Source: an optimization exercise on an open RTL-to-GDS flow (aim: small area and a short achievable clock period). Production flows keep margins and buffers that such runs may drop.
Only the layout flow was run in this run; the RTL was not checked for function there.

==> flow/design.v <==
`default_nettype none
module top_module(
    input [11:0] angleIn,
    input [11:0] setPoint,
    input [7:0] kp,
    input [7:0] ki,
    input [7:0] kd,
    input clk,
    input rst,
    output signed [8:0] dutyCycleOut
    );
    reg signed [12:0] e_r;       
    reg [12:0] pen_r;            
    reg [8:0] kpd_r;             
    reg [7:0] kd_r, ki_r;
    reg rst_r;                   
    reg [20:0] in_r;             
    reg signed [8:0] y_r;
    wire signed [12:0] e = $signed({1'b0, setPoint}) - $signed({1'b0, angleIn});
    wire signed [20:0] integ = ~in_r;
    wire w1;
    wire w2;
    wire w3;
    wire w4;
    wire w5;
    wire w6;
    wire w7;
    wire w8;
    wire w9;
    wire w10;
    wire w11;
    wire w12;
    wire w13;
    wire w14;
    wire w15;
    wire w16;
    wire w17;
    wire w18;
    wire w19;
    wire w20;
    wire w21;
    wire w22;
    wire w23;
    wire w24;
    wire w25;
    wire w26;
    wire w27;
    wire w28;
    wire w29;
    wire w30;
    wire w31;
    wire w32;
    wire w33;
    wire w34;
    wire w35;
    wire w36;
    wire w37;
    wire w38;
    wire w39;
    wire w40;
    wire w41;
    wire w42;
    wire w43;
    wire w44;
    wire w45;
    wire w46;
    wire w47;
    wire w48;
    wire w49;
    wire w50;
    wire w51;
    wire w52;
    wire w53;
    wire w54;
    wire w55;
    wire w56;
    wire w57;
    wire w58;
    wire w59;
    wire w60;
    wire w61;
    wire w62;
    wire w63;
    wire w64;
    wire w65;
    wire w66;
    wire w67;
    wire w68;
    wire w69;
    wire w70;
    wire w71;
    wire w72;
    wire w73;
    wire w74;
    wire w75;
    wire w76;
    wire w77;
    wire w78;
    wire w79;
    wire w80;
    wire w81;
    wire w82;
    wire w83;
    wire w84;
    wire w85;
    wire w86;
    wire w87;
    wire w88;
    wire w89;
    wire w90;
    wire w91;
    wire w92;
    wire w93;
    wire w94;
    wire w95;
    wire w96;
    wire w97;
    wire w98;
    wire w99;
    wire w100;
    wire w101;
    wire w102;
    wire w103;
    wire w104;
    wire w105;
    wire w106;
    wire w107;
    wire w108;
    wire w109;
    wire w110;
    wire w111;
    wire w112;
    wire w113;
    wire w114;
    wire w115;
    wire w116;
    wire w117;
    wire w118;
    wire w119;
    wire w120;
    wire w121;
    wire w122;
    wire w123;
    wire w124;
    wire w125;
    wire w126;
    wire w127;
    wire w128;
    wire w129;
    wire w130;
    wire w131;
    wire w132;
    wire w133;
    wire w134;
    wire w135;
    wire w136;
    wire w137;
    wire w138;
    wire w139;
    wire w140;
    wire w141;
    wire w142;
    wire w143;
    wire w144;
    wire w145;
    wire w146;
    wire w147;
    wire w148;
    wire w149;
    wire w150;
    wire w151;
    wire w152;
    wire w153;
    wire w154;
    wire w155;
    wire w156;
    wire w157;
    wire w158;
    wire w159;
    wire w160;
    wire w161;
    wire w162;
    wire w163;
    wire w164;
    wire w165;
    wire w166;
    wire w167;
    wire w168;
    wire w169;
    wire w170;
    wire w171;
    wire w172;
    wire w173;
    wire w174;
    wire w175;
    wire w176;
    wire w177;
    wire w178;
    wire w179;
    wire w180;
    wire w181;
    wire w182;
    wire w183;
    wire w184;
    wire w185;
    wire w186;
    wire w187;
    wire w188;
    wire w189;
    wire w190;
    wire w191;
    wire w192;
    wire w193;
    wire w194;
    wire w195;
    wire w196;
    wire w197;
    wire w198;
    wire w199;
    wire w200;
    wire w201;
    wire w202;
    wire w203;
    wire w204;
    wire w205;
    wire w206;
    wire w207;
    wire w208;
    wire w209;
    wire w210;
    wire w211;
    wire w212;
    wire w213;
    wire w214;
    wire w215;
    wire w216;
    wire w217;
    wire w218;
    wire w219;
    wire w220;
    wire w221;
    wire w222;
    wire w223;
    wire w224;
    wire w225;
    wire w226;
    wire w227;
    wire w228;
    wire w229;
    wire w230;
    wire w231;
    wire w232;
    wire w233;
    wire w234;
    wire w235;
    wire w236;
    wire w237;
    wire w238;
    wire w239;
    wire w240;
    wire w241;
    wire w242;
    wire w243;
    wire w244;
    wire w245;
    wire w246;
    wire w247;
    wire w248;
    wire w249;
    wire w250;
    wire w251;
    wire w252;
    wire w253;
    wire w254;
    wire w255;
    wire w256;
    wire w257;
    wire w258;
    wire w259;
    wire w260;
    wire w261;
    wire w262;
    wire w263;
    wire w264;
    wire w265;
    wire w266;
    wire w267;
    wire w268;
    wire w269;
    wire w270;
    wire w271;
    wire w272;
    wire w273;
    wire w274;
    wire w275;
    wire w276;
    wire w277;
    wire w278;
    wire w279;
    wire w280;
    wire w281;
    wire w282;
    wire w283;
    wire w284;
    wire w285;
    wire w286;
    wire w287;
    wire w288;
    wire w289;
    wire w290;
    wire w291;
    wire w292;
    wire w293;
    wire w294;
    wire w295;
    wire w296;
    wire w297;
    wire w298;
    wire w299;
    wire w300;
    wire w301;
    wire w302;
    wire w303;
    wire w304;
    wire w305;
    wire w306;
    wire w307;
    wire w308;
    wire w309;
    wire w310;
    wire w311;
    wire w312;
    wire w313;
    wire w314;
    wire w315;
    wire w316;
    wire w317;
    wire w318;
    wire w319;
    wire w320;
    wire w321;
    wire w322;
    wire w323;
    wire w324;
    wire w325;
    wire w326;
    wire w327;
    wire w328;
    wire w329;
    wire w330;
    wire w331;
    wire w332;
    wire w333;
    wire w334;
    wire w335;
    wire w336;
    wire w337;
    wire w338;
    wire w339;
    wire w340;
    wire w341;
    wire w342;
    wire w343;
    wire w344;
    wire w345;
    wire w346;
    wire w347;
    wire w348;
    wire w349;
    wire w350;
    wire w351;
    wire w352;
    wire w353;
    wire w354;
    wire w355;
    wire w356;
    wire w357;
    wire w358;
    wire w359;
    wire w360;
    wire w361;
    wire w362;
    wire w363;
    wire w364;
    wire w365;
    wire w366;
    wire w367;
    wire w368;
    wire w369;
    wire w370;
    wire w371;
    wire w372;
    wire w373;
    wire w374;
    wire w375;
    wire w376;
    wire w377;
    wire w378;
    wire w379;
    wire w380;
    wire w381;
    wire w382;
    wire w383;
    wire w384;
    wire w385;
    wire w386;
    wire w387;
    wire w388;
    wire w389;
    wire w390;
    wire w391;
    wire w392;
    wire w393;
    wire w394;
    wire w395;
    wire w396;
    wire w397;
    wire w398;
    wire w399;
    wire w400;
    wire w401;
    wire w402;
    wire w403;
    wire w404;
    wire w405;
    wire w406;
    wire w407;
    wire w408;
    wire w409;
    wire w410;
    wire w411;
    wire w412;
    wire w413;
    wire w414;
    wire w415;
    wire w416;
    wire w417;
    wire w418;
    wire w419;
    wire w420;
    wire w421;
    wire w422;
    wire w423;
    wire w424;
    wire w425;
    wire w426;
    wire w427;
    wire w428;
    wire w429;
    wire w430;
    wire w431;
    wire w432;
    wire w433;
    wire w434;
    wire w435;
    wire w436;
    wire w437;
    wire w438;
    wire w439;
    wire w440;
    wire w441;
    wire w442;
    wire w443;
    wire w444;
    wire w445;
    wire w446;
    wire w447;
    wire w448;
    wire w449;
    wire w450;
    wire w451;
    wire w452;
    wire w453;
    wire w454;
    wire w455;
    wire w456;
    wire w457;
    wire w458;
    wire w459;
    wire w460;
    wire w461;
    wire w462;
    wire w463;
    wire w464;
    wire w465;
    wire w466;
    wire w467;
    wire w468;
    wire w469;
    wire w470;
    wire w471;
    wire w472;
    wire w473;
    wire w474;
    wire w475;
    wire w476;
    wire w477;
    wire w478;
    wire w479;
    wire w480;
    wire w481;
    wire w482;
    wire w483;
    wire w484;
    wire w485;
    wire w486;
    wire w487;
    wire w488;
    wire w489;
    wire w490;
    wire w491;
    wire w492;
    wire w493;
    wire w494;
    wire w495;
    wire w496;
    wire w497;
    wire w498;
    wire w499;
    wire w500;
    wire w501;
    wire w502;
    wire w503;
    wire w504;
    wire w505;
    wire w506;
    wire w507;
    wire w508;
    wire w509;
    wire w510;
    wire w511;
    wire w512;
    wire w513;
    wire w514;
    wire w515;
    wire w516;
    wire w517;
    wire w518;
    wire w519;
    wire w520;
    wire w521;
    wire w522;
    wire w523;
    wire w524;
    wire w525;
    wire w526;
    wire w527;
    wire w528;
    wire w529;
    wire w530;
    wire w531;
    wire w532;
    wire w533;
    wire w534;
    wire w535;
    wire w536;
    wire w537;
    wire w538;
    wire w539;
    wire w540;
    wire w541;
    wire w542;
    wire w543;
    wire w544;
    wire w545;
    wire w546;
    wire w547;
    wire w548;
    wire w549;
    wire w550;
    wire w551;
    wire w552;
    wire w553;
    wire w554;
    wire w555;
    wire w556;
    wire w557;
    wire w558;
    wire w559;
    wire w560;
    wire w561;
    wire w562;
    wire w563;
    wire w564;
    wire w565;
    wire w566;
    wire w567;
    wire w568;
    wire w569;
    wire w570;
    wire w571;
    wire w572;
    wire w573;
    wire w574;
    wire w575;
    wire w576;
    wire w577;
    wire w578;
    wire w579;
    wire w580;
    wire w581;
    wire w582;
    wire w583;
    wire w584;
    wire w585;
    wire w586;
    wire w587;
    wire w588;
    wire w589;
    wire w590;
    wire w591;
    wire w592;
    wire w593;
    wire w594;
    wire w595;
    wire w596;
    wire w597;
    wire w598;
    wire w599;
    wire w600;
    wire w601;
    wire w602;
    wire w603;
    wire w604;
    wire w605;
    wire w606;
    wire w607;
    wire w608;
    wire w609;
    wire w610;
    wire w611;
    wire w612;
    wire w613;
    wire w614;
    wire w615;
    wire w616;
    wire w617;
    wire w618;
    assign w1 = ~(in_r[5] ^ ~kd_r[5]);
    assign w2 = in_r[5] | ~kd_r[5];
    pid_fa u_fa1 (.a(in_r[6]), .b(~kd_r[6]), .ci(~(e_r[6] & kpd_r[0])), .s(w3), .co(w4));
    pid_fa u_fa2 (.a(~(e_r[5] & kpd_r[1])), .b(~(e_r[4] & kpd_r[2])), .ci(~(e_r[3] & kpd_r[3])), .s(w5), .co(w6));
    pid_fa u_fa3 (.a(in_r[7]), .b(~kd_r[7]), .ci(~(e_r[7] & kpd_r[0])), .s(w7), .co(w8));
    pid_fa u_fa4 (.a(~(e_r[6] & kpd_r[1])), .b(~(e_r[5] & kpd_r[2])), .ci(~(e_r[4] & kpd_r[3])), .s(w9), .co(w10));
    pid_fa u_fa5 (.a(~(e_r[3] & kpd_r[4])), .b(~(e_r[2] & kpd_r[5])), .ci(~(e_r[1] & kpd_r[6])), .s(w11), .co(w12));
    assign w13 = ~(~(e_r[0] & kpd_r[7]) ^ ~(pen_r[7] & kd_r[0]));
    assign w14 = ~(e_r[0] & kpd_r[7]) | ~(pen_r[7] & kd_r[0]);
    pid_fa u_fa6 (.a(in_r[8]), .b(~(e_r[8] & kpd_r[0])), .ci(~(e_r[7] & kpd_r[1])), .s(w15), .co(w16));
    pid_fa u_fa7 (.a(~(e_r[6] & kpd_r[2])), .b(~(e_r[5] & kpd_r[3])), .ci(~(e_r[4] & kpd_r[4])), .s(w17), .co(w18));
    pid_fa u_fa8 (.a(~(e_r[3] & kpd_r[5])), .b(~(e_r[2] & kpd_r[6])), .ci(~(e_r[1] & kpd_r[7])), .s(w19), .co(w20));
    pid_fa u_fa9 (.a(~(e_r[0] & kpd_r[8])), .b(~(pen_r[8] & kd_r[0])), .ci(~(pen_r[7] & kd_r[1])), .s(w21), .co(w22));
    assign w23 = ~(~(pen_r[6] & kd_r[2]) ^ ~(pen_r[5] & kd_r[3]));
    assign w24 = ~(pen_r[6] & kd_r[2]) | ~(pen_r[5] & kd_r[3]);
    pid_fa u_fa10 (.a(in_r[9]), .b(~(e_r[9] & kpd_r[0])), .ci(~(e_r[8] & kpd_r[1])), .s(w25), .co(w26));
    pid_fa u_fa11 (.a(~(e_r[7] & kpd_r[2])), .b(~(e_r[6] & kpd_r[3])), .ci(~(e_r[5] & kpd_r[4])), .s(w27), .co(w28));
    pid_fa u_fa12 (.a(~(e_r[4] & kpd_r[5])), .b(~(e_r[3] & kpd_r[6])), .ci(~(e_r[2] & kpd_r[7])), .s(w29), .co(w30));
    pid_fa u_fa13 (.a(~(e_r[1] & kpd_r[8])), .b(~(pen_r[9] & kd_r[0])), .ci(~(pen_r[8] & kd_r[1])), .s(w31), .co(w32));
    pid_fa u_fa14 (.a(~(pen_r[7] & kd_r[2])), .b(~(pen_r[6] & kd_r[3])), .ci(~(pen_r[5] & kd_r[4])), .s(w33), .co(w34));
    pid_fa u_fa15 (.a(in_r[10]), .b(~(e_r[10] & kpd_r[0])), .ci(~(e_r[9] & kpd_r[1])), .s(w35), .co(w36));
    pid_fa u_fa16 (.a(~(e_r[8] & kpd_r[2])), .b(~(e_r[7] & kpd_r[3])), .ci(~(e_r[6] & kpd_r[4])), .s(w37), .co(w38));
    pid_fa u_fa17 (.a(~(e_r[5] & kpd_r[5])), .b(~(e_r[4] & kpd_r[6])), .ci(~(e_r[3] & kpd_r[7])), .s(w39), .co(w40));
    pid_fa u_fa18 (.a(~(e_r[2] & kpd_r[8])), .b(~(pen_r[10] & kd_r[0])), .ci(~(pen_r[9] & kd_r[1])), .s(w41), .co(w42));
    pid_fa u_fa19 (.a(~(pen_r[8] & kd_r[2])), .b(~(pen_r[7] & kd_r[3])), .ci(~(pen_r[6] & kd_r[4])), .s(w43), .co(w44));
    pid_fa u_fa20 (.a(in_r[11]), .b(~(e_r[11] & kpd_r[0])), .ci(~(e_r[10] & kpd_r[1])), .s(w45), .co(w46));
    pid_fa u_fa21 (.a(~(e_r[9] & kpd_r[2])), .b(~(e_r[8] & kpd_r[3])), .ci(~(e_r[7] & kpd_r[4])), .s(w47), .co(w48));
    pid_fa u_fa22 (.a(~(e_r[6] & kpd_r[5])), .b(~(e_r[5] & kpd_r[6])), .ci(~(e_r[4] & kpd_r[7])), .s(w49), .co(w50));
    pid_fa u_fa23 (.a(~(e_r[3] & kpd_r[8])), .b(~(pen_r[11] & kd_r[0])), .ci(~(pen_r[10] & kd_r[1])), .s(w51), .co(w52));
    pid_fa u_fa24 (.a(~(pen_r[9] & kd_r[2])), .b(~(pen_r[8] & kd_r[3])), .ci(~(pen_r[7] & kd_r[4])), .s(w53), .co(w54));
    pid_fa u_fa25 (.a(in_r[12]), .b((e_r[12] & kpd_r[0])), .ci(~(e_r[11] & kpd_r[1])), .s(w55), .co(w56));
    pid_fa u_fa26 (.a(~(e_r[10] & kpd_r[2])), .b(~(e_r[9] & kpd_r[3])), .ci(~(e_r[8] & kpd_r[4])), .s(w57), .co(w58));
    pid_fa u_fa27 (.a(~(e_r[7] & kpd_r[5])), .b(~(e_r[6] & kpd_r[6])), .ci(~(e_r[5] & kpd_r[7])), .s(w59), .co(w60));
    pid_fa u_fa28 (.a(~(e_r[4] & kpd_r[8])), .b((pen_r[12] & kd_r[0])), .ci(~(pen_r[11] & kd_r[1])), .s(w61), .co(w62));
    pid_fa u_fa29 (.a(~(pen_r[10] & kd_r[2])), .b(~(pen_r[9] & kd_r[3])), .ci(~(pen_r[8] & kd_r[4])), .s(w63), .co(w64));
    pid_ha u_ha1 (.a(in_r[13]), .b((e_r[12] & kpd_r[1])), .s(w65), .co(w66));
    pid_fa u_fa30 (.a(~(e_r[11] & kpd_r[2])), .b(~(e_r[10] & kpd_r[3])), .ci(~(e_r[9] & kpd_r[4])), .s(w67), .co(w68));
    pid_fa u_fa31 (.a(~(e_r[8] & kpd_r[5])), .b(~(e_r[7] & kpd_r[6])), .ci(~(e_r[6] & kpd_r[7])), .s(w69), .co(w70));
    pid_fa u_fa32 (.a(~(e_r[5] & kpd_r[8])), .b((pen_r[12] & kd_r[1])), .ci(~(pen_r[11] & kd_r[2])), .s(w71), .co(w72));
    assign w73 = ~(~(pen_r[10] & kd_r[3]) ^ ~(pen_r[9] & kd_r[4]));
    assign w74 = ~(pen_r[10] & kd_r[3]) | ~(pen_r[9] & kd_r[4]);
    pid_fa u_fa33 (.a(in_r[14]), .b((e_r[12] & kpd_r[2])), .ci(~(e_r[11] & kpd_r[3])), .s(w75), .co(w76));
    pid_fa u_fa34 (.a(~(e_r[10] & kpd_r[4])), .b(~(e_r[9] & kpd_r[5])), .ci(~(e_r[8] & kpd_r[6])), .s(w77), .co(w78));
    pid_fa u_fa35 (.a(~(e_r[7] & kpd_r[7])), .b(~(e_r[6] & kpd_r[8])), .ci((pen_r[12] & kd_r[2])), .s(w79), .co(w80));
    pid_fa u_fa36 (.a(in_r[15]), .b((e_r[12] & kpd_r[3])), .ci(~(e_r[11] & kpd_r[4])), .s(w81), .co(w82));
    assign w83 = ~(in_r[3] ^ ~kd_r[3]);
    assign w84 = in_r[3] | ~kd_r[3];
    pid_fa u_fa37 (.a(in_r[4]), .b(~kd_r[4]), .ci(~(e_r[4] & kpd_r[0])), .s(w85), .co(w86));
    pid_fa u_fa38 (.a(~(e_r[3] & kpd_r[1])), .b(~(e_r[2] & kpd_r[2])), .ci(~(e_r[1] & kpd_r[3])), .s(w87), .co(w88));
    pid_fa u_fa39 (.a(~(e_r[5] & kpd_r[0])), .b(~(e_r[4] & kpd_r[1])), .ci(~(e_r[3] & kpd_r[2])), .s(w89), .co(w90));
    pid_fa u_fa40 (.a(~(e_r[2] & kpd_r[3])), .b(~(e_r[1] & kpd_r[4])), .ci(~(e_r[0] & kpd_r[5])), .s(w91), .co(w92));
    pid_fa u_fa41 (.a(~(pen_r[5] & kd_r[0])), .b(~(pen_r[4] & kd_r[1])), .ci(~(pen_r[3] & kd_r[2])), .s(w93), .co(w94));
    pid_fa u_fa42 (.a(~(e_r[2] & kpd_r[4])), .b(~(e_r[1] & kpd_r[5])), .ci(~(e_r[0] & kpd_r[6])), .s(w95), .co(w96));
    pid_fa u_fa43 (.a(~(pen_r[6] & kd_r[0])), .b(~(pen_r[5] & kd_r[1])), .ci(~(pen_r[4] & kd_r[2])), .s(w97), .co(w98));
    pid_fa u_fa44 (.a(~(pen_r[3] & kd_r[3])), .b(~(pen_r[2] & kd_r[4])), .ci(~(pen_r[1] & kd_r[5])), .s(w99), .co(w100));
    assign w101 = ~(~(pen_r[0] & kd_r[6]) ^ w2);
    assign w102 = ~(pen_r[0] & kd_r[6]) | w2;
    pid_fa u_fa45 (.a(~(pen_r[6] & kd_r[1])), .b(~(pen_r[5] & kd_r[2])), .ci(~(pen_r[4] & kd_r[3])), .s(w103), .co(w104));
    pid_fa u_fa46 (.a(~(pen_r[3] & kd_r[4])), .b(~(pen_r[2] & kd_r[5])), .ci(~(pen_r[1] & kd_r[6])), .s(w105), .co(w106));
    pid_fa u_fa47 (.a(~(pen_r[0] & kd_r[7])), .b(w13), .ci(w4), .s(w107), .co(w108));
    pid_fa u_fa48 (.a(w6), .b(w7), .ci(w9), .s(w109), .co(w110));
    pid_fa u_fa49 (.a(~(pen_r[4] & kd_r[4])), .b(~(pen_r[3] & kd_r[5])), .ci(~(pen_r[2] & kd_r[6])), .s(w111), .co(w112));
    pid_fa u_fa50 (.a(~(pen_r[1] & kd_r[7])), .b(w14), .ci(w23), .s(w113), .co(w114));
    pid_fa u_fa51 (.a(w8), .b(w10), .ci(w12), .s(w115), .co(w116));
    pid_fa u_fa52 (.a(w15), .b(w17), .ci(w19), .s(w117), .co(w118));
    pid_fa u_fa53 (.a(~(pen_r[4] & kd_r[5])), .b(~(pen_r[3] & kd_r[6])), .ci(~(pen_r[2] & kd_r[7])), .s(w119), .co(w120));
    pid_fa u_fa54 (.a(w24), .b(w16), .ci(w18), .s(w121), .co(w122));
    pid_fa u_fa55 (.a(w20), .b(w22), .ci(w25), .s(w123), .co(w124));
    pid_fa u_fa56 (.a(w27), .b(w29), .ci(w31), .s(w125), .co(w126));
    pid_fa u_fa57 (.a(~(pen_r[5] & kd_r[5])), .b(~(pen_r[4] & kd_r[6])), .ci(~(pen_r[3] & kd_r[7])), .s(w127), .co(w128));
    pid_fa u_fa58 (.a(w26), .b(w28), .ci(w30), .s(w129), .co(w130));
    pid_fa u_fa59 (.a(w32), .b(w34), .ci(w35), .s(w131), .co(w132));
    pid_fa u_fa60 (.a(w37), .b(w39), .ci(w41), .s(w133), .co(w134));
    pid_fa u_fa61 (.a(~(pen_r[6] & kd_r[5])), .b(~(pen_r[5] & kd_r[6])), .ci(~(pen_r[4] & kd_r[7])), .s(w135), .co(w136));
    pid_fa u_fa62 (.a(w36), .b(w38), .ci(w40), .s(w137), .co(w138));
    pid_fa u_fa63 (.a(w42), .b(w44), .ci(w45), .s(w139), .co(w140));
    pid_fa u_fa64 (.a(w47), .b(w49), .ci(w51), .s(w141), .co(w142));
    pid_fa u_fa65 (.a(~(pen_r[7] & kd_r[5])), .b(~(pen_r[6] & kd_r[6])), .ci(~(pen_r[5] & kd_r[7])), .s(w143), .co(w144));
    pid_fa u_fa66 (.a(w46), .b(w48), .ci(w50), .s(w145), .co(w146));
    pid_fa u_fa67 (.a(w52), .b(w54), .ci(w55), .s(w147), .co(w148));
    pid_fa u_fa68 (.a(w57), .b(w59), .ci(w61), .s(w149), .co(w150));
    pid_fa u_fa69 (.a(~(pen_r[8] & kd_r[5])), .b(~(pen_r[7] & kd_r[6])), .ci(~(pen_r[6] & kd_r[7])), .s(w151), .co(w152));
    pid_fa u_fa70 (.a(w65), .b(w73), .ci(w56), .s(w153), .co(w154));
    pid_fa u_fa71 (.a(w58), .b(w60), .ci(w62), .s(w155), .co(w156));
    pid_fa u_fa72 (.a(w64), .b(w67), .ci(w69), .s(w157), .co(w158));
    pid_fa u_fa73 (.a(~(pen_r[11] & kd_r[3])), .b(~(pen_r[10] & kd_r[4])), .ci(~(pen_r[9] & kd_r[5])), .s(w159), .co(w160));
    pid_fa u_fa74 (.a(~(pen_r[8] & kd_r[6])), .b(~(pen_r[7] & kd_r[7])), .ci(w66), .s(w161), .co(w162));
    pid_fa u_fa75 (.a(w74), .b(w68), .ci(w70), .s(w163), .co(w164));
    pid_fa u_fa76 (.a(w72), .b(w75), .ci(w77), .s(w165), .co(w166));
    pid_fa u_fa77 (.a(~(e_r[10] & kpd_r[5])), .b(~(e_r[9] & kpd_r[6])), .ci(~(e_r[8] & kpd_r[7])), .s(w167), .co(w168));
    pid_fa u_fa78 (.a(~(e_r[7] & kpd_r[8])), .b((pen_r[12] & kd_r[3])), .ci(~(pen_r[11] & kd_r[4])), .s(w169), .co(w170));
    pid_fa u_fa79 (.a(~(pen_r[10] & kd_r[5])), .b(~(pen_r[9] & kd_r[6])), .ci(~(pen_r[8] & kd_r[7])), .s(w171), .co(w172));
    pid_fa u_fa80 (.a(w76), .b(w78), .ci(w80), .s(w173), .co(w174));
    pid_fa u_fa81 (.a(in_r[16]), .b((e_r[12] & kpd_r[4])), .ci(~(e_r[11] & kpd_r[5])), .s(w175), .co(w176));
    pid_fa u_fa82 (.a(~(e_r[10] & kpd_r[6])), .b(~(e_r[9] & kpd_r[7])), .ci(~(e_r[8] & kpd_r[8])), .s(w177), .co(w178));
    pid_fa u_fa83 (.a((pen_r[12] & kd_r[4])), .b(~(pen_r[11] & kd_r[5])), .ci(~(pen_r[10] & kd_r[6])), .s(w179), .co(w180));
    pid_fa u_fa84 (.a(in_r[17]), .b((e_r[12] & kpd_r[5])), .ci(~(e_r[11] & kpd_r[6])), .s(w181), .co(w182));
    pid_fa u_fa85 (.a(in_r[2]), .b(~kd_r[2]), .ci(~(e_r[2] & kpd_r[0])), .s(w183), .co(w184));
    pid_fa u_fa86 (.a(~(e_r[3] & kpd_r[0])), .b(~(e_r[2] & kpd_r[1])), .ci(~(e_r[1] & kpd_r[2])), .s(w185), .co(w186));
    pid_fa u_fa87 (.a(~(e_r[0] & kpd_r[3])), .b(~(pen_r[3] & kd_r[0])), .ci(~(pen_r[2] & kd_r[1])), .s(w187), .co(w188));
    pid_fa u_fa88 (.a(~(e_r[0] & kpd_r[4])), .b(~(pen_r[4] & kd_r[0])), .ci(~(pen_r[3] & kd_r[1])), .s(w189), .co(w190));
    pid_fa u_fa89 (.a(~(pen_r[2] & kd_r[2])), .b(~(pen_r[1] & kd_r[3])), .ci(~(pen_r[0] & kd_r[4])), .s(w191), .co(w192));
    assign w193 = ~(w84 ^ w85);
    assign w194 = w84 | w85;
    pid_fa u_fa90 (.a(~(pen_r[2] & kd_r[3])), .b(~(pen_r[1] & kd_r[4])), .ci(~(pen_r[0] & kd_r[5])), .s(w195), .co(w196));
    pid_fa u_fa91 (.a(w1), .b(w86), .ci(w88), .s(w197), .co(w198));
    pid_fa u_fa92 (.a(w89), .b(w91), .ci(w93), .s(w199), .co(w200));
    pid_fa u_fa93 (.a(w90), .b(w92), .ci(w94), .s(w201), .co(w202));
    pid_fa u_fa94 (.a(w95), .b(w97), .ci(w99), .s(w203), .co(w204));
    pid_fa u_fa95 (.a(w3), .b(w5), .ci(w101), .s(w205), .co(w206));
    pid_fa u_fa96 (.a(w96), .b(w98), .ci(w100), .s(w207), .co(w208));
    pid_fa u_fa97 (.a(w102), .b(w103), .ci(w105), .s(w209), .co(w210));
    pid_fa u_fa98 (.a(w11), .b(w107), .ci(w109), .s(w211), .co(w212));
    pid_fa u_fa99 (.a(w104), .b(w106), .ci(w111), .s(w213), .co(w214));
    pid_fa u_fa100 (.a(w21), .b(w113), .ci(w108), .s(w215), .co(w216));
    pid_fa u_fa101 (.a(w115), .b(w110), .ci(w117), .s(w217), .co(w218));
    pid_fa u_fa102 (.a(w112), .b(w119), .ci(w33), .s(w219), .co(w220));
    pid_fa u_fa103 (.a(w114), .b(w116), .ci(w121), .s(w221), .co(w222));
    pid_fa u_fa104 (.a(w118), .b(w123), .ci(w125), .s(w223), .co(w224));
    pid_fa u_fa105 (.a(w120), .b(w127), .ci(w43), .s(w225), .co(w226));
    pid_fa u_fa106 (.a(w122), .b(w129), .ci(w124), .s(w227), .co(w228));
    pid_fa u_fa107 (.a(w126), .b(w131), .ci(w133), .s(w229), .co(w230));
    pid_fa u_fa108 (.a(w128), .b(w135), .ci(w53), .s(w231), .co(w232));
    pid_fa u_fa109 (.a(w130), .b(w137), .ci(w132), .s(w233), .co(w234));
    pid_fa u_fa110 (.a(w134), .b(w139), .ci(w141), .s(w235), .co(w236));
    pid_fa u_fa111 (.a(w136), .b(w143), .ci(w63), .s(w237), .co(w238));
    pid_fa u_fa112 (.a(w138), .b(w145), .ci(w140), .s(w239), .co(w240));
    pid_fa u_fa113 (.a(w142), .b(w147), .ci(w149), .s(w241), .co(w242));
    pid_fa u_fa114 (.a(w144), .b(w151), .ci(w71), .s(w243), .co(w244));
    pid_fa u_fa115 (.a(w146), .b(w153), .ci(w155), .s(w245), .co(w246));
    pid_fa u_fa116 (.a(w148), .b(w150), .ci(w157), .s(w247), .co(w248));
    pid_fa u_fa117 (.a(w152), .b(w159), .ci(w79), .s(w249), .co(w250));
    pid_fa u_fa118 (.a(w161), .b(w154), .ci(w156), .s(w251), .co(w252));
    pid_fa u_fa119 (.a(w163), .b(w158), .ci(w165), .s(w253), .co(w254));
    pid_fa u_fa120 (.a(w160), .b(w167), .ci(w169), .s(w255), .co(w256));
    pid_fa u_fa121 (.a(w171), .b(w81), .ci(w162), .s(w257), .co(w258));
    pid_fa u_fa122 (.a(w164), .b(w173), .ci(w166), .s(w259), .co(w260));
    pid_fa u_fa123 (.a(~(pen_r[9] & kd_r[7])), .b(w168), .ci(w170), .s(w261), .co(w262));
    pid_fa u_fa124 (.a(w172), .b(w82), .ci(w175), .s(w263), .co(w264));
    pid_fa u_fa125 (.a(w177), .b(w179), .ci(w174), .s(w265), .co(w266));
    pid_fa u_fa126 (.a(~(e_r[10] & kpd_r[7])), .b(~(e_r[9] & kpd_r[8])), .ci((pen_r[12] & kd_r[5])), .s(w267), .co(w268));
    pid_fa u_fa127 (.a(~(pen_r[11] & kd_r[6])), .b(~(pen_r[10] & kd_r[7])), .ci(w176), .s(w269), .co(w270));
    pid_fa u_fa128 (.a(w178), .b(w180), .ci(w181), .s(w271), .co(w272));
    pid_fa u_fa129 (.a(in_r[18]), .b((e_r[12] & kpd_r[6])), .ci(~(e_r[11] & kpd_r[7])), .s(w273), .co(w274));
    pid_fa u_fa130 (.a(~(e_r[10] & kpd_r[8])), .b((pen_r[12] & kd_r[6])), .ci(~(pen_r[11] & kd_r[7])), .s(w275), .co(w276));
    pid_fa u_fa131 (.a(in_r[1]), .b(~kd_r[1]), .ci(~(e_r[1] & kpd_r[0])), .s(w277), .co(w278));
    pid_fa u_fa132 (.a(~(e_r[1] & kpd_r[1])), .b(~(e_r[0] & kpd_r[2])), .ci(~(pen_r[2] & kd_r[0])), .s(w279), .co(w280));
    assign w281 = ~(~(pen_r[1] & kd_r[1]) ^ ~(pen_r[0] & kd_r[2]));
    assign w282 = ~(pen_r[1] & kd_r[1]) | ~(pen_r[0] & kd_r[2]);
    pid_fa u_fa133 (.a(~(pen_r[1] & kd_r[2])), .b(~(pen_r[0] & kd_r[3])), .ci(w83), .s(w283), .co(w284));
    pid_fa u_fa134 (.a(w184), .b(w185), .ci(w187), .s(w285), .co(w286));
    pid_fa u_fa135 (.a(w186), .b(w188), .ci(w189), .s(w287), .co(w288));
    pid_fa u_fa136 (.a(w191), .b(w87), .ci(w193), .s(w289), .co(w290));
    pid_fa u_fa137 (.a(w190), .b(w192), .ci(w195), .s(w291), .co(w292));
    pid_fa u_fa138 (.a(w194), .b(w197), .ci(w199), .s(w293), .co(w294));
    pid_fa u_fa139 (.a(w196), .b(w198), .ci(w201), .s(w295), .co(w296));
    pid_fa u_fa140 (.a(w200), .b(w203), .ci(w205), .s(w297), .co(w298));
    pid_fa u_fa141 (.a(w202), .b(w207), .ci(w204), .s(w299), .co(w300));
    pid_fa u_fa142 (.a(w206), .b(w209), .ci(w211), .s(w301), .co(w302));
    pid_fa u_fa143 (.a(w208), .b(w210), .ci(w213), .s(w303), .co(w304));
    pid_fa u_fa144 (.a(w215), .b(w212), .ci(w217), .s(w305), .co(w306));
    pid_fa u_fa145 (.a(w214), .b(w219), .ci(w216), .s(w307), .co(w308));
    pid_fa u_fa146 (.a(w218), .b(w221), .ci(w223), .s(w309), .co(w310));
    pid_fa u_fa147 (.a(w220), .b(w225), .ci(w222), .s(w311), .co(w312));
    pid_fa u_fa148 (.a(w224), .b(w227), .ci(w229), .s(w313), .co(w314));
    pid_fa u_fa149 (.a(w226), .b(w231), .ci(w228), .s(w315), .co(w316));
    pid_fa u_fa150 (.a(w230), .b(w233), .ci(w235), .s(w317), .co(w318));
    pid_fa u_fa151 (.a(w232), .b(w237), .ci(w234), .s(w319), .co(w320));
    pid_fa u_fa152 (.a(w236), .b(w239), .ci(w241), .s(w321), .co(w322));
    pid_fa u_fa153 (.a(w238), .b(w243), .ci(w240), .s(w323), .co(w324));
    pid_fa u_fa154 (.a(w242), .b(w245), .ci(w247), .s(w325), .co(w326));
    pid_fa u_fa155 (.a(w244), .b(w249), .ci(w246), .s(w327), .co(w328));
    pid_fa u_fa156 (.a(w251), .b(w248), .ci(w253), .s(w329), .co(w330));
    pid_fa u_fa157 (.a(w250), .b(w255), .ci(w257), .s(w331), .co(w332));
    pid_fa u_fa158 (.a(w252), .b(w254), .ci(w259), .s(w333), .co(w334));
    pid_fa u_fa159 (.a(w261), .b(w256), .ci(w263), .s(w335), .co(w336));
    pid_fa u_fa160 (.a(w258), .b(w260), .ci(w265), .s(w337), .co(w338));
    pid_fa u_fa161 (.a(w267), .b(w262), .ci(w269), .s(w339), .co(w340));
    pid_fa u_fa162 (.a(w264), .b(w271), .ci(w266), .s(w341), .co(w342));
    pid_fa u_fa163 (.a(w268), .b(w182), .ci(w273), .s(w343), .co(w344));
    pid_fa u_fa164 (.a(w275), .b(w270), .ci(w272), .s(w345), .co(w346));
    pid_fa u_fa165 (.a(in_r[19]), .b((e_r[12] & kpd_r[7])), .ci(~(e_r[11] & kpd_r[8])), .s(w347), .co(w348));
    pid_fa u_fa166 (.a((pen_r[12] & kd_r[7])), .b(w274), .ci(w276), .s(w349), .co(w350));
    assign w351 = ~(in_r[0] ^ ~kd_r[0]);
    assign w352 = in_r[0] | ~kd_r[0];
    pid_fa u_fa167 (.a(~(e_r[0] & kpd_r[1])), .b(~(pen_r[1] & kd_r[0])), .ci(~(pen_r[0] & kd_r[1])), .s(w353), .co(w354));
    pid_fa u_fa168 (.a(w281), .b(w278), .ci(w279), .s(w355), .co(w356));
    pid_fa u_fa169 (.a(w282), .b(w280), .ci(w283), .s(w357), .co(w358));
    pid_fa u_fa170 (.a(w284), .b(w286), .ci(w287), .s(w359), .co(w360));
    pid_fa u_fa171 (.a(w288), .b(w291), .ci(w290), .s(w361), .co(w362));
    pid_fa u_fa172 (.a(w292), .b(w294), .ci(w295), .s(w363), .co(w364));
    pid_fa u_fa173 (.a(w296), .b(w299), .ci(w298), .s(w365), .co(w366));
    pid_fa u_fa174 (.a(w300), .b(w303), .ci(w302), .s(w367), .co(w368));
    pid_fa u_fa175 (.a(w304), .b(w307), .ci(w306), .s(w369), .co(w370));
    pid_fa u_fa176 (.a(w308), .b(w311), .ci(w310), .s(w371), .co(w372));
    pid_fa u_fa177 (.a(w312), .b(w315), .ci(w314), .s(w373), .co(w374));
    pid_fa u_fa178 (.a(w316), .b(w319), .ci(w318), .s(w375), .co(w376));
    pid_fa u_fa179 (.a(w320), .b(w323), .ci(w322), .s(w377), .co(w378));
    pid_fa u_fa180 (.a(w324), .b(w327), .ci(w326), .s(w379), .co(w380));
    pid_fa u_fa181 (.a(w331), .b(w328), .ci(w330), .s(w381), .co(w382));
    pid_fa u_fa182 (.a(w335), .b(w332), .ci(w337), .s(w383), .co(w384));
    pid_fa u_fa183 (.a(w336), .b(w339), .ci(w338), .s(w385), .co(w386));
    pid_fa u_fa184 (.a(w343), .b(w340), .ci(w345), .s(w387), .co(w388));
    pid_fa u_fa185 (.a(w347), .b(w349), .ci(w344), .s(w389), .co(w390));
    pid_fa u_fa186 (.a(~in_r[20]), .b((e_r[12] & kpd_r[8])), .ci(w348), .s(w391), .co(w392));
    assign w393 = ~(~(e_r[0] & kpd_r[0]) ^ ~(pen_r[0] & kd_r[0]));
    assign w394 = ~(e_r[0] & kpd_r[0]) | ~(pen_r[0] & kd_r[0]);
    pid_fa u_fa187 (.a(w352), .b(w353), .ci(w277), .s(w395), .co(w396));
    pid_fa u_fa188 (.a(w354), .b(w183), .ci(w355), .s(w397), .co(w398));
    pid_fa u_fa189 (.a(w356), .b(w285), .ci(w357), .s(w399), .co(w400));
    pid_fa u_fa190 (.a(w358), .b(w289), .ci(w359), .s(w401), .co(w402));
    pid_fa u_fa191 (.a(w360), .b(w293), .ci(w361), .s(w403), .co(w404));
    pid_fa u_fa192 (.a(w297), .b(w362), .ci(w363), .s(w405), .co(w406));
    pid_fa u_fa193 (.a(w364), .b(w365), .ci(w301), .s(w407), .co(w408));
    pid_fa u_fa194 (.a(w366), .b(w305), .ci(w367), .s(w409), .co(w410));
    pid_fa u_fa195 (.a(w309), .b(w368), .ci(w369), .s(w411), .co(w412));
    pid_fa u_fa196 (.a(w313), .b(w370), .ci(w371), .s(w413), .co(w414));
    pid_fa u_fa197 (.a(w317), .b(w372), .ci(w373), .s(w415), .co(w416));
    pid_fa u_fa198 (.a(w321), .b(w374), .ci(w375), .s(w417), .co(w418));
    pid_fa u_fa199 (.a(w325), .b(w376), .ci(w377), .s(w419), .co(w420));
    pid_fa u_fa200 (.a(w329), .b(w378), .ci(w379), .s(w421), .co(w422));
    pid_fa u_fa201 (.a(w333), .b(w380), .ci(w381), .s(w423), .co(w424));
    pid_fa u_fa202 (.a(w334), .b(w382), .ci(w383), .s(w425), .co(w426));
    pid_fa u_fa203 (.a(w341), .b(w384), .ci(w385), .s(w427), .co(w428));
    pid_fa u_fa204 (.a(w342), .b(w387), .ci(w386), .s(w429), .co(w430));
    pid_fa u_fa205 (.a(w346), .b(w389), .ci(w388), .s(w431), .co(w432));
    pid_fa u_fa206 (.a(w350), .b(w391), .ci(w390), .s(w433), .co(w434));
    assign w435 = ~in_r[12];
    assign w436 = in_r[12];
    assign w437 = ~(in_r[5] ^ ~(e_r[5] & ki_r[0]));
    assign w438 = in_r[5] | ~(e_r[5] & ki_r[0]);
    pid_fa u_fa207 (.a(in_r[6]), .b(~(e_r[6] & ki_r[0])), .ci(~(e_r[5] & ki_r[1])), .s(w439), .co(w440));
    assign w441 = ~(~(e_r[4] & ki_r[2]) ^ ~(e_r[3] & ki_r[3]));
    assign w442 = ~(e_r[4] & ki_r[2]) | ~(e_r[3] & ki_r[3]);
    pid_fa u_fa208 (.a(in_r[7]), .b(~(e_r[7] & ki_r[0])), .ci(~(e_r[6] & ki_r[1])), .s(w443), .co(w444));
    pid_fa u_fa209 (.a(~(e_r[5] & ki_r[2])), .b(~(e_r[4] & ki_r[3])), .ci(~(e_r[3] & ki_r[4])), .s(w445), .co(w446));
    assign w447 = ~(~(e_r[2] & ki_r[5]) ^ ~(e_r[1] & ki_r[6]));
    assign w448 = ~(e_r[2] & ki_r[5]) | ~(e_r[1] & ki_r[6]);
    pid_fa u_fa210 (.a(in_r[8]), .b(~(e_r[8] & ki_r[0])), .ci(~(e_r[7] & ki_r[1])), .s(w449), .co(w450));
    pid_fa u_fa211 (.a(~(e_r[6] & ki_r[2])), .b(~(e_r[5] & ki_r[3])), .ci(~(e_r[4] & ki_r[4])), .s(w451), .co(w452));
    pid_fa u_fa212 (.a(~(e_r[3] & ki_r[5])), .b(~(e_r[2] & ki_r[6])), .ci(~(e_r[1] & ki_r[7])), .s(w453), .co(w454));
    pid_fa u_fa213 (.a(in_r[9]), .b(~(e_r[9] & ki_r[0])), .ci(~(e_r[8] & ki_r[1])), .s(w455), .co(w456));
    pid_fa u_fa214 (.a(~(e_r[7] & ki_r[2])), .b(~(e_r[6] & ki_r[3])), .ci(~(e_r[5] & ki_r[4])), .s(w457), .co(w458));
    pid_fa u_fa215 (.a(~(e_r[4] & ki_r[5])), .b(~(e_r[3] & ki_r[6])), .ci(~(e_r[2] & ki_r[7])), .s(w459), .co(w460));
    pid_fa u_fa216 (.a(in_r[10]), .b(~(e_r[10] & ki_r[0])), .ci(~(e_r[9] & ki_r[1])), .s(w461), .co(w462));
    pid_fa u_fa217 (.a(~(e_r[8] & ki_r[2])), .b(~(e_r[7] & ki_r[3])), .ci(~(e_r[6] & ki_r[4])), .s(w463), .co(w464));
    pid_fa u_fa218 (.a(~(e_r[5] & ki_r[5])), .b(~(e_r[4] & ki_r[6])), .ci(~(e_r[3] & ki_r[7])), .s(w465), .co(w466));
    pid_fa u_fa219 (.a(in_r[11]), .b(~(e_r[11] & ki_r[0])), .ci(~(e_r[10] & ki_r[1])), .s(w467), .co(w468));
    pid_fa u_fa220 (.a(~(e_r[9] & ki_r[2])), .b(~(e_r[8] & ki_r[3])), .ci(~(e_r[7] & ki_r[4])), .s(w469), .co(w470));
    pid_fa u_fa221 (.a(~(e_r[6] & ki_r[5])), .b(~(e_r[5] & ki_r[6])), .ci(~(e_r[4] & ki_r[7])), .s(w471), .co(w472));
    pid_fa u_fa222 (.a((e_r[12] & ki_r[0])), .b(~(e_r[11] & ki_r[1])), .ci(~(e_r[10] & ki_r[2])), .s(w473), .co(w474));
    pid_fa u_fa223 (.a(~(e_r[9] & ki_r[3])), .b(~(e_r[8] & ki_r[4])), .ci(~(e_r[7] & ki_r[5])), .s(w475), .co(w476));
    pid_fa u_fa224 (.a(~(e_r[6] & ki_r[6])), .b(~(e_r[5] & ki_r[7])), .ci(w435), .s(w477), .co(w478));
    pid_fa u_fa225 (.a(in_r[13]), .b((e_r[12] & ki_r[1])), .ci(~(e_r[11] & ki_r[2])), .s(w479), .co(w480));
    pid_fa u_fa226 (.a(~(e_r[10] & ki_r[3])), .b(~(e_r[9] & ki_r[4])), .ci(~(e_r[8] & ki_r[5])), .s(w481), .co(w482));
    pid_fa u_fa227 (.a(~(e_r[7] & ki_r[6])), .b(~(e_r[6] & ki_r[7])), .ci(w436), .s(w483), .co(w484));
    pid_fa u_fa228 (.a(in_r[14]), .b((e_r[12] & ki_r[2])), .ci(~(e_r[11] & ki_r[3])), .s(w485), .co(w486));
    pid_fa u_fa229 (.a(~(e_r[10] & ki_r[4])), .b(~(e_r[9] & ki_r[5])), .ci(~(e_r[8] & ki_r[6])), .s(w487), .co(w488));
    pid_fa u_fa230 (.a(in_r[15]), .b((e_r[12] & ki_r[3])), .ci(~(e_r[11] & ki_r[4])), .s(w489), .co(w490));
    assign w491 = ~(in_r[3] ^ ~(e_r[3] & ki_r[0]));
    assign w492 = in_r[3] | ~(e_r[3] & ki_r[0]);
    pid_fa u_fa231 (.a(in_r[4]), .b(~(e_r[4] & ki_r[0])), .ci(~(e_r[3] & ki_r[1])), .s(w493), .co(w494));
    assign w495 = ~(~(e_r[2] & ki_r[2]) ^ ~(e_r[1] & ki_r[3]));
    assign w496 = ~(e_r[2] & ki_r[2]) | ~(e_r[1] & ki_r[3]);
    pid_fa u_fa232 (.a(~(e_r[4] & ki_r[1])), .b(~(e_r[3] & ki_r[2])), .ci(~(e_r[2] & ki_r[3])), .s(w497), .co(w498));
    pid_fa u_fa233 (.a(~(e_r[1] & ki_r[4])), .b(~(e_r[0] & ki_r[5])), .ci(w437), .s(w499), .co(w500));
    pid_fa u_fa234 (.a(~(e_r[2] & ki_r[4])), .b(~(e_r[1] & ki_r[5])), .ci(~(e_r[0] & ki_r[6])), .s(w501), .co(w502));
    pid_fa u_fa235 (.a(w438), .b(w441), .ci(w439), .s(w503), .co(w504));
    pid_fa u_fa236 (.a(~(e_r[0] & ki_r[7])), .b(w442), .ci(w447), .s(w505), .co(w506));
    pid_fa u_fa237 (.a(w440), .b(w443), .ci(w445), .s(w507), .co(w508));
    pid_fa u_fa238 (.a(w448), .b(w444), .ci(w446), .s(w509), .co(w510));
    pid_fa u_fa239 (.a(w449), .b(w451), .ci(w453), .s(w511), .co(w512));
    pid_fa u_fa240 (.a(w450), .b(w452), .ci(w454), .s(w513), .co(w514));
    pid_fa u_fa241 (.a(w455), .b(w457), .ci(w459), .s(w515), .co(w516));
    pid_fa u_fa242 (.a(w456), .b(w458), .ci(w460), .s(w517), .co(w518));
    pid_fa u_fa243 (.a(w461), .b(w463), .ci(w465), .s(w519), .co(w520));
    pid_fa u_fa244 (.a(w462), .b(w464), .ci(w466), .s(w521), .co(w522));
    pid_fa u_fa245 (.a(w467), .b(w469), .ci(w471), .s(w523), .co(w524));
    pid_fa u_fa246 (.a(w468), .b(w470), .ci(w472), .s(w525), .co(w526));
    pid_fa u_fa247 (.a(w473), .b(w475), .ci(w477), .s(w527), .co(w528));
    pid_fa u_fa248 (.a(w474), .b(w476), .ci(w479), .s(w529), .co(w530));
    pid_fa u_fa249 (.a(w481), .b(w478), .ci(w483), .s(w531), .co(w532));
    pid_fa u_fa250 (.a(~(e_r[7] & ki_r[7])), .b(w480), .ci(w482), .s(w533), .co(w534));
    pid_fa u_fa251 (.a(w485), .b(w487), .ci(w484), .s(w535), .co(w536));
    pid_fa u_fa252 (.a(~(e_r[10] & ki_r[5])), .b(~(e_r[9] & ki_r[6])), .ci(~(e_r[8] & ki_r[7])), .s(w537), .co(w538));
    pid_fa u_fa253 (.a(w486), .b(w488), .ci(w489), .s(w539), .co(w540));
    pid_fa u_fa254 (.a(in_r[16]), .b((e_r[12] & ki_r[4])), .ci(~(e_r[11] & ki_r[5])), .s(w541), .co(w542));
    pid_fa u_fa255 (.a(~(e_r[10] & ki_r[6])), .b(~(e_r[9] & ki_r[7])), .ci(w490), .s(w543), .co(w544));
    pid_fa u_fa256 (.a(in_r[17]), .b((e_r[12] & ki_r[5])), .ci(~(e_r[11] & ki_r[6])), .s(w545), .co(w546));
    assign w547 = ~(in_r[2] ^ ~(e_r[2] & ki_r[0]));
    assign w548 = in_r[2] | ~(e_r[2] & ki_r[0]);
    pid_fa u_fa257 (.a(~(e_r[2] & ki_r[1])), .b(~(e_r[1] & ki_r[2])), .ci(~(e_r[0] & ki_r[3])), .s(w549), .co(w550));
    pid_fa u_fa258 (.a(~(e_r[0] & ki_r[4])), .b(w492), .ci(w495), .s(w551), .co(w552));
    pid_fa u_fa259 (.a(w496), .b(w494), .ci(w497), .s(w553), .co(w554));
    pid_fa u_fa260 (.a(w498), .b(w501), .ci(w500), .s(w555), .co(w556));
    pid_fa u_fa261 (.a(w502), .b(w505), .ci(w504), .s(w557), .co(w558));
    pid_fa u_fa262 (.a(w506), .b(w509), .ci(w508), .s(w559), .co(w560));
    pid_fa u_fa263 (.a(w510), .b(w513), .ci(w512), .s(w561), .co(w562));
    pid_fa u_fa264 (.a(w514), .b(w517), .ci(w516), .s(w563), .co(w564));
    pid_fa u_fa265 (.a(w518), .b(w521), .ci(w520), .s(w565), .co(w566));
    pid_fa u_fa266 (.a(w522), .b(w525), .ci(w524), .s(w567), .co(w568));
    pid_fa u_fa267 (.a(w526), .b(w529), .ci(w528), .s(w569), .co(w570));
    pid_fa u_fa268 (.a(w533), .b(w530), .ci(w532), .s(w571), .co(w572));
    pid_fa u_fa269 (.a(w537), .b(w534), .ci(w539), .s(w573), .co(w574));
    pid_fa u_fa270 (.a(w538), .b(w541), .ci(w543), .s(w575), .co(w576));
    pid_fa u_fa271 (.a(~(e_r[10] & ki_r[7])), .b(w542), .ci(w545), .s(w577), .co(w578));
    pid_fa u_fa272 (.a(in_r[18]), .b((e_r[12] & ki_r[6])), .ci(~(e_r[11] & ki_r[7])), .s(w579), .co(w580));
    assign w581 = ~(in_r[1] ^ ~(e_r[1] & ki_r[0]));
    assign w582 = in_r[1] | ~(e_r[1] & ki_r[0]);
    pid_fa u_fa273 (.a(~(e_r[1] & ki_r[1])), .b(~(e_r[0] & ki_r[2])), .ci(w547), .s(w583), .co(w584));
    pid_fa u_fa274 (.a(w548), .b(w491), .ci(w549), .s(w585), .co(w586));
    pid_fa u_fa275 (.a(w550), .b(w493), .ci(w551), .s(w587), .co(w588));
    pid_fa u_fa276 (.a(w552), .b(w499), .ci(w553), .s(w589), .co(w590));
    pid_fa u_fa277 (.a(w554), .b(w503), .ci(w555), .s(w591), .co(w592));
    pid_fa u_fa278 (.a(w507), .b(w556), .ci(w557), .s(w593), .co(w594));
    pid_fa u_fa279 (.a(w511), .b(w558), .ci(w559), .s(w595), .co(w596));
    pid_fa u_fa280 (.a(w515), .b(w560), .ci(w561), .s(w597), .co(w598));
    pid_fa u_fa281 (.a(w519), .b(w562), .ci(w563), .s(w599), .co(w600));
    pid_fa u_fa282 (.a(w523), .b(w564), .ci(w565), .s(w601), .co(w602));
    pid_fa u_fa283 (.a(w527), .b(w566), .ci(w567), .s(w603), .co(w604));
    pid_fa u_fa284 (.a(w531), .b(w568), .ci(w569), .s(w605), .co(w606));
    pid_fa u_fa285 (.a(w535), .b(w570), .ci(w571), .s(w607), .co(w608));
    pid_fa u_fa286 (.a(w536), .b(w573), .ci(w572), .s(w609), .co(w610));
    pid_fa u_fa287 (.a(w540), .b(w574), .ci(w575), .s(w611), .co(w612));
    pid_fa u_fa288 (.a(w544), .b(w577), .ci(w576), .s(w613), .co(w614));
    pid_fa u_fa289 (.a(w546), .b(w579), .ci(w578), .s(w615), .co(w616));
    pid_fa u_fa290 (.a(in_r[19]), .b((e_r[12] & ki_r[7])), .ci(w580), .s(w617), .co(w618));
    wire [22:0] sca = {1'b0, w392, w433, w431, w428, w426, w424, w422, w420, w418, w416, w414, w412, w410, w408, w406, w404, w402, w400, w398, w396, w394, w351};
    wire [22:0] scb = {1'b1, w434, w432, w430, w429, w427, w425, w423, w421, w419, w417, w415, w413, w411, w409, w407, w405, w403, w401, w399, w397, w395, w393};
    wire signed [22:0] s = ~sca + ~scb;
    wire [20:0] ica = {~in_r[20], w617, w615, w612, w611, w609, w606, w604, w602, w600, w598, w596, w594, w592, w590, w588, w586, w584, w582, ~(e_r[0] & ki_r[1]), in_r[0]};
    wire [20:0] icb = {w618, w616, w614, w613, w610, w608, w607, w605, w603, w601, w599, w597, w595, w593, w591, w589, w587, w585, w583, w581, ~(e_r[0] & ki_r[0])};
    wire signed [20:0] isum = ~ica + ~icb;
    always @(posedge clk) begin
        rst_r <= rst;
        e_r <= rst ? 13'sd0 : e;
        pen_r <= ~e_r;
        kpd_r <= kp + kd;
        kd_r <= kd;
        ki_r <= ki;
        if (rst_r) in_r <= ~21'd0;
        else if (integ > 255) in_r <= ~21'd255;
        else if (integ < -255) in_r <= ~(-21'sd255);
        else in_r <= ~isum;
        if (rst | rst_r) y_r <= 9'sd0;
        else if (s > 255) y_r <= 9'sd255;
        else if (s < -255) y_r <= -9'sd255;
        else y_r <= s[8:0];
    end
    assign dutyCycleOut = y_r;
endmodule
module pid_fa(input a, input b, input ci, output s, output co);
    assign s = a ^ b ^ ci;
    assign co = (a & b) | (ci & (a ^ b));
endmodule
module pid_ha(input a, input b, output s, output co);
    assign s = a ^ b;
    assign co = a & b;
endmodule
==> flow/flow/run.sh <==
#!/bin/bash
# Standard layout, with timing repair aimed past the clock period (the SDC is
# unchanged) and ordinary buffers on the ports instead of delay cells.
set -euo pipefail
MARGIN=$(cat flow/margin.txt)
bash standard.sh SETUP_SLACK_MARGIN=$MARGIN \
  BUFFER_PORTS_ARGS="-buffer_cell sky130_fd_sc_hd__buf_2" finish > standard_make.log 2>&1
==> flow/flow/margin.txt <==
11.5
==> flow/standard.sh <==
#!/bin/bash
# synth_recipe.tcl (not shown) runs the flow's synth.tcl, then flattens the netlist and writes it again
# the make line also repeats each setting of config.mk as NAME=value (left out here)
make -C /OpenROAD-flow-scripts/flow DESIGN_CONFIG=/design/flow/config.mk WORK_HOME=/design/flow/orfs CLKGATE_MAP_FILE= SYNTH_SCRIPT=/design/flow/synth_recipe.tcl "${@:-finish}"
==> flow/config.mk <==
export PLATFORM = sky130hd
export DESIGN_NAME = top_module
export DESIGN_NICKNAME = top_module
export VERILOG_FILES = /design/flow/design.v
export SDC_FILE = /design/flow/constraint.sdc
export NUM_CORES = 4
export LEC_CHECK = 0
export CAP_MARGIN = 20
export CORE_MARGIN = 2
export CORE_UTILIZATION = 40
export SLEW_MARGIN = 20
export SYNTH_HIERARCHICAL = 1
==> flow/constraint.sdc <==
create_clock -name core_clock -period 16.0 [get_ports {clk}]
set_input_delay 3.2000 -clock core_clock [delete_from_list [all_inputs] [get_ports {clk}]]
set_output_delay 3.2000 -clock core_clock [all_outputs]
set_load 0.01 [all_outputs]
==> results.txt <==
==> worst max-delay path by stage <==
stage / startpoint / endpoint / slack, ns
after global routing: e_r[8] / y_r[0] / 9.45
after detailed placement: e_r[7] / y_r[0] / 9.02
after CTS: e_r[7] / y_r[0] / 9.73
final: kpd_r[2] / y_r[0] / 9.66
after global placement: e_r[7] / y_r[0] / 8.99
after floorplan: e_r[9] / y_r[0] / 9.90
==> Yosys stat by module, one instance, submodules excluded <==
module      copies in the design  cells  area (sq um)
top_module                     1   1106          7270
pid_fa                       290      1          20.0
pid_ha                         1      1          12.5
==> final cells by class <==
type / instances / area share (%)
multi-input cells: 1068 / 71.3
inverters: 175 / 4.26
repair buffers: 153 / 7.63
flip-flops and latches: 82 / 11.1
clock inverters: 7 / 0.780
well taps: 442 / 3.48
clock buffers: 9 / 1.42
==> worst max-delay path: cells and delay by family, from the launching register on <==
| kind | cells | cell delay, ns |
|---|---|---|
| DFF | 1 | 0.37 |
| muxes | 1 | 0.18 |
| adders and majority gates | 7 | 3.06 |
| AOI/OAI and AO/OA | 6 | 1.46 |
| and+or+nand+nor | 5 | 1.00 |
| buffers and inverters | 2 | 0.18 |
==> state kept, by name (all words and copies together), names as in the netlist <==
| name | cells |
|---|---|
| e_r | 13 |
| in_r | 21 |
| kd_r | 8 |
| ki_r | 8 |
| kpd_r | 9 |
| pen_r | 13 |
| rst_r | 1 |
| y_r | 9 |
==> logic make-up (layout without fill, tap and decap cells) <==
| kind of cell | count (synthesis) | count (layout) | synth area share [%] |
|---|---|---|---|
| flip-flops | 82 | 82 | 12.5 |
| AO/OA/AOI/OAI | 167 | 167 | 8.17 |
| AND/OR/NAND/NOR | 481 | 481 | 16.5 |
| buffers and inverters | 247 | 344 | 7.10 |
| XOR/XNOR | 42 | 42 | 2.81 |
| multiplexers | 4 | 4 | 0.306 |
| adder cells (fa/ha/maj) | 374 | 374 | 52.6 |
==> placed cells by master (no fill, tap or decap), types with 8 or more instances in the layout <==
cell type,synthesis,final
dfxtp_1,82,39
xor2_1,13,13
ha_4,0,17
o21ai_2,0,13
o21ai_0,51,30
o21ai_1,0,8
dfxtp_4,0,28
ha_1,80,58
clkbuf_16,0,9
nand3_1,8,8
nor2_1,37,35
nand2b_1,14,14
and2_1,50,49
a21oi_1,43,28
dfxtp_2,0,15
buf_6,0,16
buf_4,0,70
nand2_1,303,291
nand4_1,12,12
buf_2,2,55
buf_12,0,10
fa_1,294,245
o21a_1,9,9
fa_2,0,49
a21o_1,15,15
nor3_1,18,13
a21oi_2,2,16
inv_1,175,166
xnor2_1,29,27
==> through the flow <==
step / hold WS, ns / util [%] / area (sq um) / setup slack, ns
global route: 0.525 / 49.0 / 15900 / 9.45
CTS: 0.505 / 47.5 / 15400 / 9.73
finish: 0.505 / 49.0 / 15900 / 9.66
global placement: 0.595 / 42.8 / 13900 / 8.99
floorplan: 0.548 / - / 13500 / 9.90
detailed placement: 0.606 / 42.8 / 13900 / 9.02
==> layer usage <==
metal	GRT usage (%)	part of all wire, %	up-vias
li1	-	-	4541
met1	28.9	42	5189
met2	37.7	50	336
met3	3.11	6.2	57
met4	6.44	2.2	0
met5	0	0	-
==> repair_timing <==
item | CTS | global route
setup buffers | 67 | 24
resized for setup | 174 | 94
pin swaps | 55 | 76
endpoints found under the hold margin | 0 | 0
endpoints found under the setup margin | 24 | 24
hold buffers | 0 | 0
==> results.py <==
metrics = {
    "layout": {
        "final-instance-count-excl-fill": 1936,
        "syn2layout_area_growth_pct": 21.2,
        "multiInputGateArea_sq_um": 11300,
        "fillers": 3027,
        "antenna_cells": 0,
        "fin_nets": 1913,
        "seq_area_sq_um": 1770,
        "drive_above_1_share_pct": 25.4,
    },
    "clocking": {
        "ctsHtreeMaxLevel": 3,
        "clkTransAtPathRegs_ns": 0.06,
        "ctsRootBufferMaster": "clkbuf_16",
        "cts.sinks": 82,
        "numCtsBuffers": 9,
        "clock_latency_ns": 0.37,
        "clockBufferDepth": 2,
        "cts_tree": "yes",
    },
    "sta": {
        "timing.setup.tns_ns": 0,
        "rsz0062_at_grt": "yes",
        "finClkSkew_ns": 0.0183,
        "finalMaxSlewViolations": 0,
        "fin_crit_sh_pct": 39.7,
        "hold_violations": 0,
        "max_slew_margin_pct": 32.1,
        "min_period_ns": 6.34,
        "setup_viol": 0,
        "max_freq_mhz": 158,
        "worst_pin_slew_ns": 1.02,
    },
    "routing": {
        "dr.pass1.iters": 7,
        "num_vias": 10100,
        "postRouteAntennaNets": 0,
        "wire_per_inst_microns": 18.4,
        "routed_wl_microns": 35700,
        "vias_per_cell": 5.23,
        "drc_errors": 0,
        "drtIter0Drc": 759,
    },
    "synthesis": {
        "synth.distinct_cells": 56,
        "synth-seq-area-share_pct": 12.5,
        "yosysMostFrequentCell": "nand2_1",
        "synthTopCellsByArea": "fa_1 45%, dfxtp_1 13%, nand2_1 8.7%, ha_1 7.6%, inv_1 5.0%",
        "synth_edf_count": 0,
        "syn_area_sq_um": 13100,
        "ys_ff_latch": 82,
        "synth_async_sr_flop_share_pct": 0,
        "ys.flop_type": "dfxtp_1",
        "syn-instance-count": 1397,
        "synth_commonest_cells": "303 x nand2_1, 294 x fa_1, 175 x inv_1, 82 x dfxtp_1, 80 x ha_1",
        "synth.avg_cell_area_sq_um": 9.37,
        "ys_warn_count": 7,
        "synth.top_cell.area_share_pct": 45.0,
        "syn_nets": 1821,
        "yosysTopAreaCell": "fa_1",
    },
    "floorplan": {
        "start_util_pct": 40.4,
        "coreArea_sq_um": 32400,
        "dieWidth_microns": 185,
        "die_area_sq_um": 34200,
        "ios": 59,
        "die_y_microns": 185,
        "rows": 66,
    },
    "critical_path": {
        "cp_common_cell": "fa_1",
        "start_kind": "flop",
        "endpoint_kind": "flop",
        "cp_max_fo": 5,
        "cp_slowest_cell": "fa_1",
        "ff2ff_setup_slack_ns": 9.66,
        "reg2regPathDepth": 21,
        "r2r_end": "y_r[0]",
        "cp.arrival_ns": 6.58,
        "r2r_start": "kpd_r[2]",
        "required_ns": 16.24,
        "crit_path_max_incr_delay_ns": 0.55,
        "worstPathCellList": "buf_12, nand2_4, fa_1, fa_1, fa_1, fa_2, fa_1, fa_1, inv_2, ha_4, a211oi_4, nand2_2, o211a_4, nor2_4, o211ai_1, a311oi_1, nand4_1, or4_4, mux2i_1, a21oi_2, o41a_1",
        "path_class": "flop to flop",
    },
    "place": {
        "dpl.hpwl_microns": 26400,
        "io_buffers": 58,
        "dp_cells": 1829,
        "place.gp.congestion": 0.881,
    },
    "global_routing": {
        "antenna_found_initial": 0,
        "overflow": 0,
        "grt_max_degree": 26,
        "grtUsageTotal_pct": 21.9,
        "grt_pass1_wl_microns": 57100,
        "grt_pass1_vias": 10800,
    },
    "min_path": {
        "hold_end": "pen_r[12]",
        "min_path_type": "flop to flop",
        "holdPathStages": 1,
        "min-delay-start": "e_r[12]",
    },
    "status": {
        "status": "complete, no violations",
    },
    "flow_run": {
        "maxCapViolCount": 0,
    },
}

[static timing again, ports no longer ideal]
The results above use ideal ports. As a check the final layout listed here was re-extracted and re-timed, cells and wires unchanged. Step 1, drivers: a clkbuf_16 drives clk and a buf_2 each remaining input, both assumed. Step 2 moves the port delays by t, midway between the first and last clock arrival at a register: inputs arrive t later, outputs are due t later. That takes back most of the time a late clock gives input paths. a / b / c = ideal / step 1 / step 2; a / b = the first two.
t (ns): 0.414
setup WS [ns]: 9.656 / 9.656 / 9.656
worst hold slack (ns): 0.505 / 0.505 / 0.505
slew at the worst register clock pin (ns): 0.08 / 0.08
cell pins on the clock port's net: 1
After both steps this run still meets setup and hold. For this run, drivers alone change the setup slack by 0.000 ns; drivers and shift together by 0.000 ns.
